Background: an optimization exercise with open tools, aiming at small area and a short achievable clock period. Do not read the settings as production practice. No run shown here included a check of the RTL's function; only the layout flow was run. Power figures rest on the tool's default switching activity, not on a simulated workload.

File: flow/design.v
module dec3n (
    input  logic [2:0] a,
    input  logic       en,
    output logic [7:0] yn
);
    always_comb
        for (int i = 0; i < 8; i++)
            yn[i] = !(en && (a == i));
endmodule
module wsel (
    input  logic rn,
    input  logic cn,
    output logic y
);
    assign y = !(rn || cn);
endmodule
module aoi3 (
    input  logic [2:0] d,
    input  logic [2:0] s,
    output logic       yn
);
    assign yn = !(|(d & s));
endmodule
module rdbit64 (
    input  logic [63:0] d,
    input  logic [63:0] s,
    output logic        y
);
    logic [21:0] n;
    genvar g;
    generate
        for (g = 0; g < 21; g++) begin : g_aoi
            aoi3 u (.d(d[3*g+2:3*g]), .s(s[3*g+2:3*g]), .yn(n[g]));
        end
    endgenerate
    assign n[21] = !(d[63] && s[63]);
    assign y = !(&n);
endmodule
module dgate (
    input  logic a, b, c, d,
    output logic y
);
    assign y = (a && b && c) || d;
endmodule
module fgate (
    input  logic a, b, c, d,
    output logic y
);
    assign y = (a && b && c) || (a && d);
endmodule
module bist_top #(
    parameter size   = 6,   
    parameter length = 8    
)(
    input  logic               start,
    input  logic               rst,
    input  logic               clk,
    input  logic               csin,
    input  logic               rwbarin,
    input  logic               opr,
    input  logic [size-1:0]    address,
    input  logic [length-1:0]  datain,
    output logic [length-1:0]  dataout,
    output logic               fail
);
    function automatic logic [7:0] pat(input logic [2:0] s);
        case (s)
            3'd0: pat = 8'hAA;
            3'd1: pat = 8'h55;
            3'd2: pat = 8'hF0;
            3'd3: pat = 8'h0F;
            3'd4: pat = 8'h00;
            3'd5: pat = 8'hFF;
            3'd6: pat = 8'hCC;
            default: pat = 8'h33;
        endcase
    endfunction
    logic       test;
    logic [9:0] q;
    logic       cout;
    logic       test_nx;
    logic [9:0] q_nx;
    logic       cout_nx;
    assign test_nx = test ? !cout : start;
    assign {cout_nx, q_nx} = test ? {1'b0, q} + 11'd1 : 11'd0;
    always_ff @(posedge clk or posedge rst) begin
        if (rst)
            test <= 1'b0;
        else
            test <= test_nx;
    end
    always_ff @(posedge clk) begin
        {cout, q} <= {cout_nx, q_nx};
    end
    logic [7:0] ptn;
    assign ptn = pat(q[2:0]);
    logic              cs, rw, we;
    logic [size-1:0]   addr;
    logic [length-1:0] wdata;
    assign cs    = test | csin;
    assign rw    = test ? q[6] : rwbarin;
    assign we    = cs & !rw;
    assign addr  = test ? q[size-1:0] : address;
    assign wdata = test ? ptn : datain;
    logic [7:0]  row_n, col_n, wrow_n;
    dec3n u_drow  (.a(addr[5:3]), .en(1'b1), .yn(row_n));
    dec3n u_dcol  (.a(addr[2:0]), .en(1'b1), .yn(col_n));
    dec3n u_dwrow (.a(addr[5:3]), .en(we),   .yn(wrow_n));
    logic [63:0] rsel, wsel_w;
    genvar gw;
    generate
        for (gw = 0; gw < 64; gw++) begin : g_sel
            wsel u_r (.rn(row_n[gw/8]),  .cn(col_n[gw%8]), .y(rsel[gw]));
            wsel u_w (.rn(wrow_n[gw/8]), .cn(col_n[gw%8]), .y(wsel_w[gw]));
        end
    endgenerate
    logic [length-1:0] ram [0:63];
    always_ff @(posedge clk) begin
        for (int w = 0; w < 64; w++)
            if (wsel_w[w])
                ram[w] <= wdata;
    end
    logic [length-1:0] rd_word;
    genvar gb, gx;
    generate
        for (gb = 0; gb < length; gb++) begin : g_rd
            logic [63:0] col;
            for (gx = 0; gx < 64; gx++) begin : g_w
                assign col[gx] = ram[gx][gb];
            end
            rdbit64 u_rd (.d(col), .s(rsel), .y(rd_word[gb]));
        end
    endgenerate
    logic [length-1:0] rdata;
    always_ff @(posedge clk) begin
        if (cs)
            rdata <= rw ? rd_word : wdata;
    end
    logic rd_t, fa, fb;
    logic [7:0] rdata_t;
    assign rdata_t = q[6] ? rd_word : ptn;     
    always_ff @(posedge clk or posedge rst) begin
        if (rst) begin
            rd_t <= 1'b0;
            fa   <= 1'b0;
            fb   <= 1'b0;
        end else begin
            rd_t <= test_nx && q_nx[6];
            fa   <= test && !cout && q_nx[6] && (rdata_t != pat(q_nx[2:0]));
            fb   <= test_nx && !q_nx[6] && (q_nx[2:0] != 3'd4);
        end
    end
    genvar go;
    generate
        for (go = 0; go < length; go++) begin : g_out
            logic idle_d, test_d;
            assign idle_d = rdata[go] && !test;
            assign test_d = rdata[go] && rd_t;
            dgate u_d (.a(csin), .b(rwbarin), .c(idle_d), .d(test_d), .y(dataout[go]));
        end
    endgenerate
    fgate u_f (.a(opr), .b(rwbarin), .c(fb), .d(fa), .y(fail));
endmodule
File: flow/config.mk
export PLATFORM = sky130hd
export DESIGN_NAME = bist_top
export DESIGN_NICKNAME = bist_top
export VERILOG_FILES = /design/flow/design.v
export SDC_FILE = /design/flow/constraint.sdc
export NUM_CORES = 4
export LEC_CHECK = 0
export CAP_MARGIN = 20
export CORE_MARGIN = 2
export CORE_UTILIZATION = 40
export CTS_BUF_LIST = sky130_fd_sc_hd__clkbuf_4 sky130_fd_sc_hd__clkbuf_8
export SLEW_MARGIN = 20
export SYNTH_HIERARCHICAL = 1
File: flow/constraint.sdc
create_clock -name core_clock -period 6.0 [get_ports {clk}]
set_input_delay 1.2000 -clock core_clock [delete_from_list [all_inputs] [get_ports {clk}]]
set_output_delay 1.2000 -clock core_clock [all_outputs]
set_load 0.01 [all_outputs]
File: flow/run.sh
#!/bin/bash
# synth_recipe.tcl (not shown) runs the flow's synth.tcl, then flattens the netlist and writes it again
# the make line also repeats each setting of config.mk as NAME=value (left out here)
make -C /OpenROAD-flow-scripts/flow DESIGN_CONFIG=/design/flow/config.mk WORK_HOME=/design/flow/orfs CLKGATE_MAP_FILE= SYNTH_SCRIPT=/design/flow/synth_recipe.tcl finish
==> results of run 1 <==
[Yosys stat by module, one instance, submodules excluded]
module / flops+latches / cells inside / times used
aoi3: 0 / 1 / 168
bist_top: 535 / 717 / 1
dec3n: 0 / 8 / 3
dgate: 0 / 1 / 8
fgate: 0 / 2 / 1
rdbit64: 0 / 9 / 8
wsel: 0 / 1 / 128
[synthesized netlist by cell type (10+ instances only)]
library cell  count  area, um^2
nand4_1          37       231.5
dfxtp_1          11       220.2
nor2b_1          11       68.82
nand3_1          13       65.06
nor2_1          154       578.1
nor4_1           10       62.56
a211oi_1         11       82.58
edfxtp_1        520       15610
mux2_2           17       191.4
inv_1            12       45.04
a21oi_1          10       50.05
a222oi_1        168        1682
nand2_1          27       101.4
[final timing paths]
kind	to	startpoint
max	fa$_DFF_PP0_	address[4]
min	cout$_SDFF_PN0_	q[9]$_SDFF_PN0_
max reg2reg	fa$_DFF_PP0_	test$_DFF_PP0_
min reg2reg	cout$_SDFF_PN0_	q[9]$_SDFF_PN0_
max in group asynchronous	test$_DFF_PP0_	rst
min in group asynchronous	fa$_DFF_PP0_	rst
[worst register-to-register path: stages, from the launching register on]
cell and delay (ps):
dfrtp_1 520, mux2_2 520, nand4_1 490, nor2_1 280, a222oi_1 470, nand4_1 310
nor4_1 450, nand2_1 240, o22ai_2 200, xor2_1 160, o2111ai_1 140, a211oi_1 300
a31oi_1 150
[sequential cells by signal (all words and copies together) (netlist names)]
name / cells
rdata: 8
rd_t: 1
fb: 1
q: 10
ram: 512
fa: 1
cout: 1
test: 1
[where the power goes]
group | total (mW) | internal, mW | switching (mW) | leakage (nW)
sequential | 5.11 | 5.05 | 0.0659 | 4.81
clock | 3.04 | 1.68 | 1.36 | 0.858
combinational | 2.12 | 0.486 | 1.64 | 1.55
[kinds of logic after synthesis]
kind of cell,after synthesis,share of synthesized area
adders and majority gates,9,0.005599
other,1,0.0001864
DFF,535,0.7923
xor gates and xnor gates,14,0.006097
buffers and inverters,24,0.007651
and+or+nand+nor,296,0.07285
muxes,18,0.01026
AOI/OAI and AO/OA,222,0.1051
[per-stage QoR]
step	utilization	hold slack [ps]	std cells	total power [mW]
after floorplan	-	436.3	1134	6.393
after global placement	0.4299	461.5	1846	7.265
after detailed placement	0.4299	465.8	1846	7.323
after CTS	0.4630	473.9	1988	10.36
final	0.4630	470.8	1989	10.28
after global routing	0.4630	494.3	1989	10.68
[area by class of cell]
| class | count | area share |
|---|---|---|
| timing repair buffer | 51 | 0.01962 |
| clock inverter | 36 | 0.01322 |
| clock buffer | 106 | 0.05831 |
| antenna | 1 | 0.0001084 |
| sequential | 535 | 0.6902 |
| multi-input combinational | 575 | 0.1800 |
| inverter | 13 | 0.002113 |
| tap | 672 | 0.03642 |
[layout by cell type, fill, tap and decap left out, types with 4 or more instances in the layout]
| master | instances |
|---|---|
| dfxtp_1 | 11 |
| nor4_1 | 10 |
| buf_4 | 23 |
| a21oi_4 | 5 |
| ha_1 | 9 |
| nor2b_1 | 11 |
| nand4_1 | 37 |
| a21oi_1 | 5 |
| bufinv_16 | 5 |
| o21ai_0 | 4 |
| nand4b_1 | 9 |
| xnor2_1 | 6 |
| nand4bb_1 | 9 |
| a31o_1 | 8 |
| xor2_1 | 8 |
| dfrtp_1 | 4 |
| clkinv_1 | 16 |
| nand3_1 | 13 |
| and2_1 | 8 |
| nor2_1 | 154 |
| inv_1 | 12 |
| a222oi_1 | 168 |
| edfxtp_1 | 520 |
| a211oi_1 | 11 |
| clkbuf_8 | 88 |
| nand2_1 | 27 |
| clkinvlp_4 | 4 |
| clkbuf_4 | 18 |
| nor3_1 | 5 |
| conb_1 | 16 |
| clkdlybuf4s50_1 | 28 |
| clkinv_2 | 9 |
| mux2_2 | 17 |
[per-layer routing]
layer | share of wire | up-vias | global-route usage
li1 | - | 5153 | -
met5 | 0 | - | 0
met4 | 0.031 | 0 | 0.07843
met3 | 0.091 | 89 | 0.04063
met1 | 0.40 | 5999 | 0.2533
met2 | 0.47 | 650 | 0.3095
==> run summary, run 1 <==
- Run status: no timing/DRC/antenna violations
- Critical Path Source Type: input port
- For this configuration, the core starts out at a cell density of 0.4034.
* Count of routing violations after the opening detailed-route iteration: around 1900
- Hold Path Stages: 2
- The worst register-to-register path has a depth of 12.
- Setup violation total in the final timing report: 0
- Setup slack on the worst reg-to-reg path comes out at 1660 ps.
* Crit share post-route: 0.7819
- Counting flops and latches in the post-synthesis netlist gives 535.
- Clock root buffer: clkbuf_8
* Number of placed I/O pins: 29
- Summed over all nets, the half-perimeter wirelength after detailed placement is 31.52 mm.
- Via/cell ratio: ~6
* Area taken by flip-flops and latches: ~0.016 mm^2
- Die Width: 228.2 um
- Post-CTS Repair Setup Buffers: 0
- Post-synthesis async set-or-reset flop share: 0.007477
- Area of the multi-input gates: around 0.0042 mm^2
- Maxcap violations: 0
- After clock tree synthesis, the clock-pin slew on the worst setup and hold paths is roughly 60 ps.
* Cells along the critical path: clkdlybuf4s50_1 > mux2_2 > nand4bb_1 > nor2_1 > a222oi_1 > nand4_1 > a211oi_1 > buf_4 > nand2_1 > o22ai_2 > xor2_1 > o2111ai_1 > a211oi_1 > a31oi_1
- For the worst setup path, the data arrival time is between 5000 and 6000 ps.
- Headroom to the max-slew limit came out at 0.2484.
- STA classifies the critical path endpoint as a register.
* Pwr Density: 445.2 mW/mm^2
- CTS H-Tree Depth: 3
- Pre-CTS setup slack: approximately 770 ps
* Distinct cell type count of the synthesized netlist: 57
* Worst-path cell with the longest stage delay: a222oi_1
- Clock buffer depth: 3
- Last weighted congestion value of the routability-driven placer: between 0.8 and 0.9
- The critical path is of the in -> reg type.
- Slowest stage delay, CP: just over 600 ps
- The number of hold buffers added after CTS was 0.
* Fill count: around 4300
- Final Hold Viols: 0
- The share of the Yosys chip area taken by registers is 0.7923.
- Summing every instance area after synthesis gives about 0.020 mm^2.
- Post-route DRC violation count: 0
- Worst-Margin Slew: about 1100 ps
* Worst-case setup margin in the final layout: 1309 ps
* Layout cells sized above 1: 0.1391
* Category of cells accounting for the largest share of critical-path delay: compound AO/OA/AOI/OAI gates
* Maximum number of pins on one net before global-route repair: 66
- Placed cell area: around 0.021 mm^2
- Area of the die: between 0.05 and 0.06 mm^2
- Global routing finished with a remaining overflow of 0.
- The number of global-route vias before repair came to 11920.
- The tightest min-delay check is of the reg -> reg type.
- Once detail routing completed, the nets flagged for antenna violations numbered 0.
* Clock sink count: about 540
- The floorplan has a little over 80 rows.
* Avg Cell Area, Syn: around 18 um^2
- Pins Over Slew Limit: 0
* Routed WL per cell: ~25 um
- Final net count: around 1300
* # port buffers: 28
- The routed design could run at a clock period as short as around 4700 ps.
- For this run, the top clock speed supported by timing is between 0.2 and 0.25 GHz.
- The number of antenna violations at the first check in global routing was 1.
- The total area inside the core boundary comes to roughly 0.05 mm^2.
- Clock tree synthesis inserted a total of 83 buffers.
- Among all flip-flop cells after synthesis, the most frequent one is edfxtp_1.
- Across the routed clock network, the largest skew measured is between 30 and 40 ps.
* Cell count after synthesis: approximately 1100
- The final layout contains routed wiring with a total length of just over 50 mm.
* Most numerous cell on the critical path: a211oi_1
* Count of synthesis-stage warnings from yosys: 9
- RSZ-0062 raised after global routing: false
- The first detailed-routing pass took 10 iterations.
- Worst IR Drop VDD: about 200 uV
* Signed area change from the synthesized netlist to the final layout: 14.79%
- The first global-routing pass estimated about 75 mm of wire.
- TritonCTS clock tree: yes
- Number of enable flip-flop cells after synthesis: 520
- The clock reaches the later pin of the worst-skew pair after about 660 ps.
* Tot GR Track Use: 0.1916
* Crit. path cell count: 14
- With fillers left out, the area of the finished cells amounts to about 0.023 mm^2.
- Counting both buffers and inverters, the worst setup path holds a total of 2.
- The routed layout has ~12000 vias.
- For the worst setup path, the data required time is roughly 6500 ps.
- Leakage power of the design: slightly above 7 nW
- Vertical die dimension: 228.2 um
* Final sum of negative setup slack: 0 ps
* Largest fanout on the critical path: 16
- Once the clock tree was built, the resizer swapped 0 gates to a different size.
==> run 2, diff against run 1 <==
--- a/flow/config.mk
+++ b/flow/config.mk
@@ -10,4 +10,5 @@
 export CORE_UTILIZATION = 40
 export CTS_BUF_LIST = sky130_fd_sc_hd__clkbuf_4 sky130_fd_sc_hd__clkbuf_8
+export SETUP_SLACK_MARGIN = 3.2
 export SLEW_MARGIN = 20
 export SYNTH_HIERARCHICAL = 1
==> run 2 against run 1 <==
  * Via count increased by 8.8%
  * Still clean
  * Critical path type unchanged
  * Total power increased by 7.2%
  * Sequential power about the same
  * Non-clock buffer count increased by 141
  * Clock power decreased by 3%
  * Routed wire length increased by 14%
  * Largest power group unchanged
==> run summary, run 2 <==
* Cell accounting for the most synthesized area: edfxtp_1
- For the pin with the worst max-slew slack, the measured transition is between 1000 and 1500 ps.
- Post-Synth Simple-Gate Area: 0.07285
- Walking the worst path, the cells encountered are buf_4 > mux2_4 > nand4_1 > buf_4 > buf_4 > nor2_4 > a222oi_1 > nand4_1 > nor4_4 > nand2_1 > nor2b_1 > a21oi_1 > xnor2_1 > o2111ai_1 > a211oi_1 > a31oi_1.
* Core area: 0.04986 mm^2
- Die Width: 228.2 um
- Signed area change from the synthesized netlist to the final layout: 28.44%
* Number of enable flip-flop cells after synthesis: 520
- For this design the static power due to leakage is about 8.3 nW.
- Crit path buf inv count: 3
- Yosys mapped the design onto 57 distinct sky130hd cell types.
- Commonest cells after routing, fill and taps aside: 520 x edfxtp_1, 168 x a222oi_1, 100 x buf_4, 89 x clkbuf_8, 83 x nor2_4
- The first detailed-routing pass took 13 iterations.
- Most numerous cell types in the synthesized netlist: 520 x edfxtp_1, 168 x a222oi_1, 154 x nor2_1, 37 x nand4_1, 27 x nand2_1
- The worst setup path is launched from an input port.
- Clock buffer count from CTS: between 80 and 90
- CTS H-Tree Depth: 3
- RSZ-0062 raised after global routing: true
- In this run the worst path has a maximum fanout of 8.
- In the final timing run, aggregate negative setup slack is 0 ps.
- Run status: no timing/DRC/antenna violations
* Max Clock Skew: about 60 ps
- The max-slew violation total from the final report came to 0.
- Of the post-synthesis cell area, the dominant cell type holds 0.7764.
- Largest family of logic cells by synthesized area: compound AO/OA/AOI/OAI gates
- Most numerous cell on the critical path: buf_4
- # port buffers: 28
- After legalization and detailed placement, the total HPWL measured ~32 mm.
* Post-synthesis cell area: between 0.02 and 0.025 mm^2
- Floorplan row count: 82
- Starting Density: 0.4034
- The finished layout holds roughly 2100 standard cells, fillers aside.
- Worst-path cell with the longest stage delay: a222oi_1
- The first routing iteration left ~2200 violations.
* Pwr Density: 426.6 mW/mm^2
- The final layout contains between 1000 and 1500 nets.
* Critical register-to-register path startpoint: test$_DFF_PP0_
* Share of the synthesized area in compound gates (AO/OA/AOI/OAI): 0.1051
* Layout cells sized above 1: 0.3458
* Startpoint of the most critical hold path: q[9]$_SDFF_PN0_
- Fraction of synthesized cell area in xor and xnor cells: 0.006096
- The cell sitting at the root of the clock tree is a clkbuf_8.
- Measured against the total synthesized area, the mux share comes to 0.01026.
* Most frequent standard cell in the layout excluding fill and tap cells: edfxtp_1
- Post-synthesis async set-or-reset flop share: 0.007477
- Slowest stage delay, CP: around 410 ps
* Type of the setup path with the least slack: in -> reg
- In this run the cell area measured after placement is around 0.022 mm^2.
* Tot GR Track Use: 0.2143
* Cell count after synthesis: roughly 1100
- Across the VDD grid, the largest voltage drop is around 310 uV.
* Worst setup EP type: register
- Category of cells accounting for the largest share of critical-path delay: simple AND/OR/NAND/NOR gates
- Flip-flop count of the largest register after layout: between 500 and 600
* Number of placed I/O pins: 29
* Via count of the first global-routing pass: roughly 13000
- In the routed layout, each cell is associated on average with a via count of approximately 6.0.
- Setup violation total in the final timing report: 0
- Clock latency on the worst-skew pair, taken at its later pin, is just under 700 ps.
- In the finished design, the share of the clock period the worst path needs comes to 0.6240.
- Measured in cells, the most critical reg-to-reg path has a length of 13.
- The floorplan step defined a die boundary enclosing 0.05209 mm^2.
- The detail route stage leaves a number of antenna-violating nets equal to 0.
- Top cells by area, synth: edfxtp_1 78%, a222oi_1 8.4%, nor2_1 2.9%
* CP arrival: roughly 4300 ps
- Post-Route WL: approximately 58 mm
* Maximum clock rate: approximately 0.27 GHz
- Clock sink count: 535
- The congestion estimate from routability-driven global placement came to 0.8439.
- The smallest clock period supported by the final layout is computed as ~3700 ps.
- The number of antenna violations at the first check in global routing was 0.
* Inst Count DP: 1849
- 0 antenna diodes ended up in the layout.
- TritonCTS built the clock tree.
- Worst-case headroom to the max-slew limit: 0.2900
* Overflow left after global routing: 0
* Slack of the worst reg-to-reg path: 2310 ps
- FF-to-FF End: fa$_DFF_PP0_
* Min-Delay Path Class: reg -> reg
- Adder-Cell Fraction of Synth Area: 0.005599
- Main synth FF type: edfxtp_1
- In this run the deepest clock path goes through 3 buffers.
- Hold worst-path end: cout$_SDFF_PN0_
- In this run the number of cells on the critical path is 16.
- Final Instance Area: between 0.02 and 0.03 mm^2
- Routed vias: about 13000
* Sequential fraction of the synthesis area: 0.7923
- Hold Path Stages: 2
- Count of synthesis-stage warnings from yosys: 9
- Across the run, the number of max-cap violations was 0.
* Global-route wire length before repair: ~82 mm
- The floorplan step set the die height to between 200 and 250 um.
- Data required time at the worst endpoint: 6520 ps
- Final Hold Viols: 0
* Post-route DRC violation count: 0
- Routed WL per cell: about 27 um
- Synthesis-stage register bit count: 535
- Most frequently used cell type in the post-synthesis netlist: edfxtp_1
* Clock-pin transition on the worst setup and hold timing paths: about 60 ps
- Entering global routing, the biggest net connects between 60 and 70 pins.
* Avg Cell Area, Syn: approximately 18 um^2
- Ranked by flip-flop count, first place goes to ram.
## run 2: cell counts after synthesis
No cell type changed its count.
## run 2: layer usage
layer,vias up,share of wire,global-route usage
met4,0,0.033,0.09048
met5,-,0,0
met2,788,0.46,0.3238
met1,6534,0.40,0.2929
li1,5493,-,-
met3,126,0.10,0.05888
## run 2: how the worst max path moves through the flow
stage / to / from / slack, ps
after global placement: fa$_DFF_PP0_ / address[5] / 650
final: fa$_DFF_PP0_ / address[3] / 2260
after CTS: fa$_DFF_PP0_ / test$_DFF_PP0_ / 2420
after detailed placement: fa$_DFF_PP0_ / address[5] / 590
after floorplan: fa$_DFF_PP0_ / address[5] / 2260
after global routing: fa$_DFF_PP0_ / address[3] / 2190
## run 2: cell type report
class | count | area [um^2]
Clock buffer | 112 | 1391
Multi-Input combinational cell | 582 | 5355
Inverter | 13 | 48.80
Sequential cell | 535 | 15940
Fill cell | 3999 | 24030
Clock inverter | 38 | 203.9
Tap cell | 672 | 840.8
Timing Repair Buffer | 192 | 2053
## run 2: what timing repair did
| action | in CTS | in global routing |
|---|---|---|
| hold buffers | 0 | 0 |
| pin swaps | 94 | 48 |
| cloned | 9 | 2 |
| gates resized for setup | 293 | 90 |
| setup buffers | 86 | 47 |
| endpoints found under the setup margin | 743 | 750 |
## run 2: power by group
| group | switching, mW | internal (mW) | leakage, nW | total, mW |
|---|---|---|---|---|
| Sequential | 0.0906 | 5.04 | 4.81 | 5.13 |
| Clock | 1.39 | 1.55 | 0.853 | 2.94 |
| Combinational | 2.01 | 0.941 | 2.68 | 2.95 |
## run 2: per-stage QoR
stage	worst slack [ps]	util	hold slack, ps	total power [mW]
2_1_floorplan	2259	-	436.3	6.397
3_3_place_gp	649.6	0.4321	487.0	7.282
3_5_place_dp	593.6	0.4321	481.2	7.320
4_1_cts	2420	0.5007	492.8	10.77
5_1_grt	2192	0.5181	506.4	11.37
6_report	2256	0.5181	497.7	11.02
## run 2: kinds of logic (layout without fill, tap and decap cells)
| group | Yosys count | in the layout |
|---|---|---|
| flip-flops | 535 | 535 |
| AND/OR/NAND/NOR | 296 | 296 |
| AO/OA/AOI/OAI | 222 | 225 |
| buffers and inverters | 24 | 355 |
| multiplexers | 18 | 22 |
| XOR/XNOR | 14 | 14 |
| adder cells (fa/ha/maj) | 9 | 9 |
| other | 1 | 16 |
## run 2: Yosys stat by module, one instance, submodules excluded
module | flops+latches | cells
rdbit64 | 0 | 9
fgate | 0 | 2
aoi3 | 0 | 1
bist_top | 535 | 717
dec3n | 0 | 8
wsel | 0 | 1
dgate | 0 | 1
## run 2: worst min-delay path, stage by stage (launching register included)
cell and delay [ps]:
dfxtp_1 330, nand3_1 80, nor2_1 40

## static timing again, ports no longer ideal
No port has a modelled driver above. Below, the same layouts with a new extraction and two added sets of constraints. Step 1 (the two cells are an assumption about what drives the block):
set clk [get_ports {clk}]
set_driving_cell -lib_cell sky130_fd_sc_hd__clkbuf_16 $clk
set_driving_cell -lib_cell sky130_fd_sc_hd__buf_2 [delete_from_list [all_inputs] $clk]
Step 2 moves the port delays by t, midway between the first and last clock arrival at a register: inputs arrive t later, outputs are due t later. That takes back most of the time a late clock gives input paths. Slacks: ideal ports / drivers / drivers and shift; pairs: ideal ports / drivers.
run	t, ns	setup slack, ns	worst hold slack (ns)	slew at the worst register clock pin (ns)
run 1	0.699	1.309 / 1.335 / 0.636	0.471 / 0.471 / 0.471	0.07 / 0.07
run 2	0.703	2.256 / 2.275 / 1.572	0.498 / 0.498 / 0.498	0.07 / 0.07
After both steps setup and hold are still met in every run listed. The setup slack of run 2, which loses most, moves by +0.019 ns with the drivers and by -0.684 ns with both steps.
